Background: an optimization exercise with open tools, aiming at small area and a short achievable clock period. Do not read the settings as production practice. At most, simulation tests tie the RTL to the original design; equivalence was not proved. Power is estimated from default activity; no workload was simulated.

job 2635:
## dadda_16_16
module dadda_16_16(mpd_in, mpr_in, op_out, clk);
  input clk;
  input [15:0] mpd_in, mpr_in;
  output [32:0] op_out;
  wire [17:0] ye = {2'b00, mpr_in};
  wire [7:0] e_one, e_two;
  genvar gi, gj;
  generate for (gi = 0; gi < 8; gi = gi + 1) begin : g_enc
    wire ym1 = (gi == 0) ? 1'b0 : ye[2*gi-1];
    assign e_one[gi] = ye[2*gi] ^ ym1;
    assign e_two[gi] = (ye[2*gi+1] & ~ye[2*gi] & ~ym1) | (~ye[2*gi+1] & ye[2*gi] & ym1);
  end endgenerate
  reg [15:0] x;
  reg [7:0] one, two, neg;
  reg [25:0] q0, q1;
  reg [5:0] ql;
  reg qc;
  wire carry_n = w270;
  wire [25:0] r0n, r1n;
  wire [5:0] sln;
  always @(posedge clk) begin
    x <= mpd_in;
    one <= e_one;
    two <= e_two;
    neg <= {mpr_in[15], mpr_in[13], mpr_in[11], mpr_in[9], mpr_in[7], mpr_in[5], mpr_in[3], mpr_in[1]};
    q0 <= r0n;
    q1 <= r1n;
    ql <= sln;
    qc <= carry_n;
  end
  wire [7:0] negn = ~neg;
  wire [16:0] ppn [0:7];
  generate for (gi = 0; gi < 8; gi = gi + 1) begin : g_pp
    for (gj = 0; gj < 17; gj = gj + 1) begin : g_ppj
      if (gj == 0) begin : g_lo
        bsel1 u_sel (.a(x[0]), .s(one[gi]), .neg(neg[gi]), .pn(ppn[gi][gj]));
      end else if (gj == 16) begin : g_hi
        bsel1 u_sel (.a(x[15]), .s(two[gi]), .neg(neg[gi]), .pn(ppn[gi][gj]));
      end else begin : g_mid
        bsel u_sel (.a(x[gj]), .b(x[gj-1]), .one(one[gi]), .two(two[gi]), .neg(neg[gi]), .pn(ppn[gi][gj]));
      end
    end
  end endgenerate
  wire [15:0] r8n;
  ...
Size in the first run: ~780 cells after synthesis, about 66 I/O pins, roughly 0.0081 mm^2 of cells after synthesis.
export LEC_CHECK = 0
export CAP_MARGIN = 20
export CORE_MARGIN = 2
export CORE_UTILIZATION = 65
export CTS_BUF_LIST = sky130_fd_sc_hd__clkbuf_4 sky130_fd_sc_hd__clkbuf_8
export SETUP_SLACK_MARGIN = 3.4
export SLEW_MARGIN = 20
export SYNTH_HIERARCHICAL = 1
create_clock -name core_clock -period 7.0 [get_ports {clk}]
standard.sh (not shown) runs the stock make flow with config.mk's settings and CLKGATE_MAP_FILE= SYNTH_SCRIPT=/design/flow/synth_recipe.tcl, a recipe that flattens the netlist after the stock synthesis.
==> flow/flow/run.sh <==
#!/bin/bash
# Standard layout (the standard.sh) with two changes:
#  - after synthesis, flow/post_synth.tcl takes logic cells down to their
#    smallest drive strength (timing repair later sizes up what it needs);
#  - the port buffers are buf_1 cells (sized up by repair where needed).
set -euo pipefail
here=$(pwd)
bash standard.sh POST_SYNTH_TCL=$here/flow/post_synth.tcl \
  "BUFFER_PORTS_ARGS=-buffer_cell sky130_fd_sc_hd__buf_1" finish > $here/standard_flow.log 2>&1
==> flow/flow/post_synth.tcl <==
# After synthesis: take every logic cell down to the smallest drive strength
# of its own kind and drop the buffers synthesis inserted; timing repair in the
# later steps sizes up what the critical paths need.
set n_resized 0
foreach inst [get_cells *] {
  set master [get_property $inst ref_name]
  if {![regexp {^(sky130_fd_sc_hd__[a-z0-9]+)_([0-9]+)$} $master -> base size]} { continue }
  if {[regexp {__(df|dl|sdf|edf|conb|tap|fill|decap|clk)} $base]} { continue }
  set best ""
  set best_area 1e9
  foreach s {0 1 2 4} {
    set lc [get_lib_cells -quiet */${base}_$s]
    if {$lc eq ""} { continue }
    if {[get_property $lc dont_use]} { continue }
    set a [get_property $lc area]
    if {$a < $best_area} { set best_area $a; set best [get_name $lc] }
  }
  if {$best ne "" && $best ne $master} {
    replace_cell $inst $best
    incr n_resized
  }
}
puts "post_synth: resized $n_resized cells"
remove_buffers
The following lists how job 7871 was set up differently from job 2635:
--- a/flow/flow/post_synth.tcl
+++ b/flow/flow/post_synth.tcl
@@ -24 +24,11 @@
 remove_buffers
+# The first-stage registers each drive a row or column of Booth selectors
+# (16-17 loads): give them the strongest flip-flop of their kind.
+set n_up 0
+foreach inst [get_cells *] {
+  if {[regexp {^(x|one|two|neg)\[} [get_name $inst]] && [get_property $inst ref_name] eq "sky130_fd_sc_hd__dfxtp_1"} {
+    replace_cell $inst sky130_fd_sc_hd__dfxtp_4
+    incr n_up
+  }
+}
+puts "post_synth: upsized $n_up first-stage flip-flops"
--- a/flow/config.mk
+++ b/flow/config.mk
@@ -9,5 +9,7 @@
 export CORE_MARGIN = 2
-export CORE_UTILIZATION = 65
-export CTS_BUF_LIST = sky130_fd_sc_hd__clkbuf_4 sky130_fd_sc_hd__clkbuf_8
-export SETUP_SLACK_MARGIN = 3.4
+export CORE_UTILIZATION = 55
+export CTS_BUF_LIST = sky130_fd_sc_hd__clkbuf_8 sky130_fd_sc_hd__clkbuf_16
+export CTS_CLUSTER_DIAMETER = 60
+export CTS_CLUSTER_SIZE = 30
+export SETUP_SLACK_MARGIN = 3.6
 export SLEW_MARGIN = 20
==> run summary <==
Against job 2635 as the reference, job 7871 delivers a lower portion of total power attributed to combinational logic.
Relative to job 2635, relative area change from synthesis to final layout increased by 2.7 points in job 7871.
For job 2635, the end point of the critical path was op_out[17], unlike job 7871, where it was op_out[21].
NOTE: area after synthesis in job 7871 exceeds that of job 2635
Critical path depth for job 7871: 2 down relative to job 2635
The total die area number comes out lower for job 2635 vs job 7871.
Compared job 7871 vs job 2635, and global-route usage is down in job 7871.
Job 7871 against job 2635: area of the multi-input gates picked up an extra 2.3%, buffer levels on the longest clock path neither gained nor lost much, placeable core region picked up an extra about 20%, pre-CTS setup slack lost 0.30 ns.
Here is what was changed in the inputs of job 1808 compared with job 7871.
--- a/flow/flow/post_synth.tcl
+++ b/flow/flow/post_synth.tcl
@@ -24,11 +24 @@
 remove_buffers
-# The first-stage registers each drive a row or column of Booth selectors
-# (16-17 loads): give them the strongest flip-flop of their kind.
-set n_up 0
-foreach inst [get_cells *] {
-  if {[regexp {^(x|one|two|neg)\[} [get_name $inst]] && [get_property $inst ref_name] eq "sky130_fd_sc_hd__dfxtp_1"} {
-    replace_cell $inst sky130_fd_sc_hd__dfxtp_4
-    incr n_up
-  }
-}
-puts "post_synth: upsized $n_up first-stage flip-flops"
--- a/flow/config.mk
+++ b/flow/config.mk
@@ -10,6 +10,4 @@
 export CORE_UTILIZATION = 55
-export CTS_BUF_LIST = sky130_fd_sc_hd__clkbuf_8 sky130_fd_sc_hd__clkbuf_16
-export CTS_CLUSTER_DIAMETER = 60
-export CTS_CLUSTER_SIZE = 30
-export SETUP_SLACK_MARGIN = 3.6
+export CTS_BUF_LIST = sky130_fd_sc_hd__clkbuf_4 sky130_fd_sc_hd__clkbuf_8
+export SETUP_SLACK_MARGIN = 3.3
 export SLEW_MARGIN = 20
[summary]
- Critical path data arrival time in job 1808 is 1.86 ns above job 7871.
- Of the two values seen for slowest cell on the critical path, sky130_fd_sc_hd__dfxtp_4 was produced by job 7871 and sky130_fd_sc_hd__dfxtp_1 by job 1808.
- On slack of the worst reg-to-reg path, job 7871 beats job 1808.
- The depth of the critical timing path with buffers and inverters included in job 1808 sits 1 below the value recorded for job 7871.
- Against job 7871, the final cell area of job 1808 is lower.
- From job 7871 to job 1808 the numbers moved as follows: total power decreased by 8.4% relative to the old numbers; full die area now smaller; area taken by flip-flops and latches went down 150 um^2; worst hold slack after final layout saw an increase.
The inputs of job 9236 differ from those of job 1808 as listed below.
--- a/flow/config.mk
+++ b/flow/config.mk
@@ -11,3 +11,3 @@
 export CTS_BUF_LIST = sky130_fd_sc_hd__clkbuf_4 sky130_fd_sc_hd__clkbuf_8
-export SETUP_SLACK_MARGIN = 3.3
+export SETUP_SLACK_MARGIN = 3.4
 export SLEW_MARGIN = 20
==> comparison <==
- Total power of job 9236 exceeds that of job 1808 slightly.
- Job 9236 vs job 1808 — endpoint required time on the critical path dropped 1.67 ns.
- The worst hold margin was comparable across job 9236 and job 1808.
- Job 9236 completed; timing, DRC and antenna clean
- On fraction of area in non-clock buffers, job 9236 and job 1808 are basically level.
- Route | job 9236 vs job 1808 | wire longer in job 9236
- When the final numbers for job 9236 and job 1808 were put side by side, the number of DRC markers after the initial detailed-route iteration turned out to be greater in job 1808.
- Non-clock buffer count was lower in job 1808 than in job 9236.
- Between job 9236 and job 1808, the difference in sequential share of layout area is negligible.

* * *

Another version of the RTL of dadda_16_16 (not shown whole).
Size: about 0.0081 sq mm of cells after synthesis.
export LEC_CHECK = 0
export CAP_MARGIN = 20
export CORE_MARGIN = 2
export CORE_UTILIZATION = 70
export CTS_BUF_LIST = sky130_fd_sc_hd__clkbuf_8 sky130_fd_sc_hd__clkbuf_16
export SETUP_SLACK_MARGIN = 3.4
export SLEW_MARGIN = 20
export SYNTH_HIERARCHICAL = 1
create_clock -name core_clock -period 7.0 [get_ports {clk}]
==> flow/flow/post_synth.tcl <==
# After synthesis: take every logic cell down to the smallest drive strength
# of its own kind and drop the buffers synthesis inserted; timing repair in the
# later steps sizes up what the critical paths need.
set n_resized 0
foreach inst [get_cells *] {
  set master [get_property $inst ref_name]
  if {![regexp {^(sky130_fd_sc_hd__[a-z0-9]+)_([0-9]+)$} $master -> base size]} { continue }
  if {[regexp {__(df|dl|sdf|edf|conb|tap|fill|decap|clk)} $base]} { continue }
  set best ""
  set best_area 1e9
  foreach s {0 1 2 4} {
    set lc [get_lib_cells -quiet */${base}_$s]
    if {$lc eq ""} { continue }
    if {[get_property $lc dont_use]} { continue }
    set a [get_property $lc area]
    if {$a < $best_area} { set best_area $a; set best [get_name $lc] }
  }
  if {$best ne "" && $best ne $master} {
    replace_cell $inst $best
    incr n_resized
  }
}
puts "post_synth: resized $n_resized cells"
remove_buffers
Scripts as last shown in full above: flow/flow/run.sh
The first run completed without violations.
Rerun with:
CORE_UTILIZATION = 55   (was 70)
CTS_BUF_LIST = sky130_fd_sc_hd__clkbuf_4 sky130_fd_sc_hd__clkbuf_8   (was sky130_fd_sc_hd__clkbuf_8 sky130_fd_sc_hd__clkbuf_16)
After rerunning: Wire length increases by 2.6%; worst setup slack is worse by 0.057 ns; design area is about the same; power decreases by 3.2%; worst hold slack is worse by 0.0057 ns; clock-buffer cell count is unchanged; utilization decreases by 17 points; first-iteration DRC count decreases by 26%.
Rerun with:
CORE_UTILIZATION = 70   (was 55)
CTS_BUF_LIST = sky130_fd_sc_hd__clkbuf_8 sky130_fd_sc_hd__clkbuf_16   (was sky130_fd_sc_hd__clkbuf_4 sky130_fd_sc_hd__clkbuf_8)
SETUP_SLACK_MARGIN = 3.5   (was 3.4)
The changed run completed without violations.
Setup slack is better by 0.12 ns.
Count of clock-buffer cells in the layout is unchanged.
Hold slack is worse by 0.059 ns.
Cell count drops by a few percent.
Die area drops by about a fifth.
No functional check of the RTL was part of any run of this note.

## re-timing with driven ports
In the flow no input, the clock included, has a driving cell. The finished layouts below were timed again as built, in two steps.
Step 1: set_driving_cell puts a clkbuf_16 on clk and a buf_2 on each other input, an assumption about the parent block.
Step 2 also shifts input and output timing later by t, the mid clock arrival at the registers, as if the neighbouring blocks saw the same clock.
Slacks: ideal ports / drivers / drivers and shift; pairs: ideal ports / drivers.
| run | t, ns | slack for setup (ns) | hold WS [ns] | slew at the worst register clock pin (ns) |
|---|---|---|---|---|
| job 2635 | 0.421 | 3.517 / 3.480 / 3.584 | 0.750 / 0.750 / 0.750 | 0.11 / 0.11 |
| job 7871 | 0.397 | 3.616 / 3.576 / 3.757 | 0.731 / 0.731 / 0.731 | 0.08 / 0.08 |
| job 1808 | 0.418 | 3.429 / 3.395 / 3.429 | 0.801 / 0.801 / 0.801 | 0.11 / 0.11 |
| job 9236 | 0.415 | 3.535 / 3.497 / 3.612 | 0.803 / 0.803 / 0.803 | 0.11 / 0.11 |
| the first run of note 2 | 0.394 | 3.461 / 3.419 / 3.487 | 0.817 / 0.817 / 0.817 | 0.08 / 0.08 |
| the second run of note 2 | 0.428 | 3.404 / 3.366 / 3.562 | 0.811 / 0.811 / 0.811 | 0.11 / 0.11 |
| the third run of note 2 | 0.396 | 3.521 / 3.481 / 3.683 | 0.752 / 0.752 / 0.752 | 0.08 / 0.08 |
After both steps every run listed still meets setup and hold.
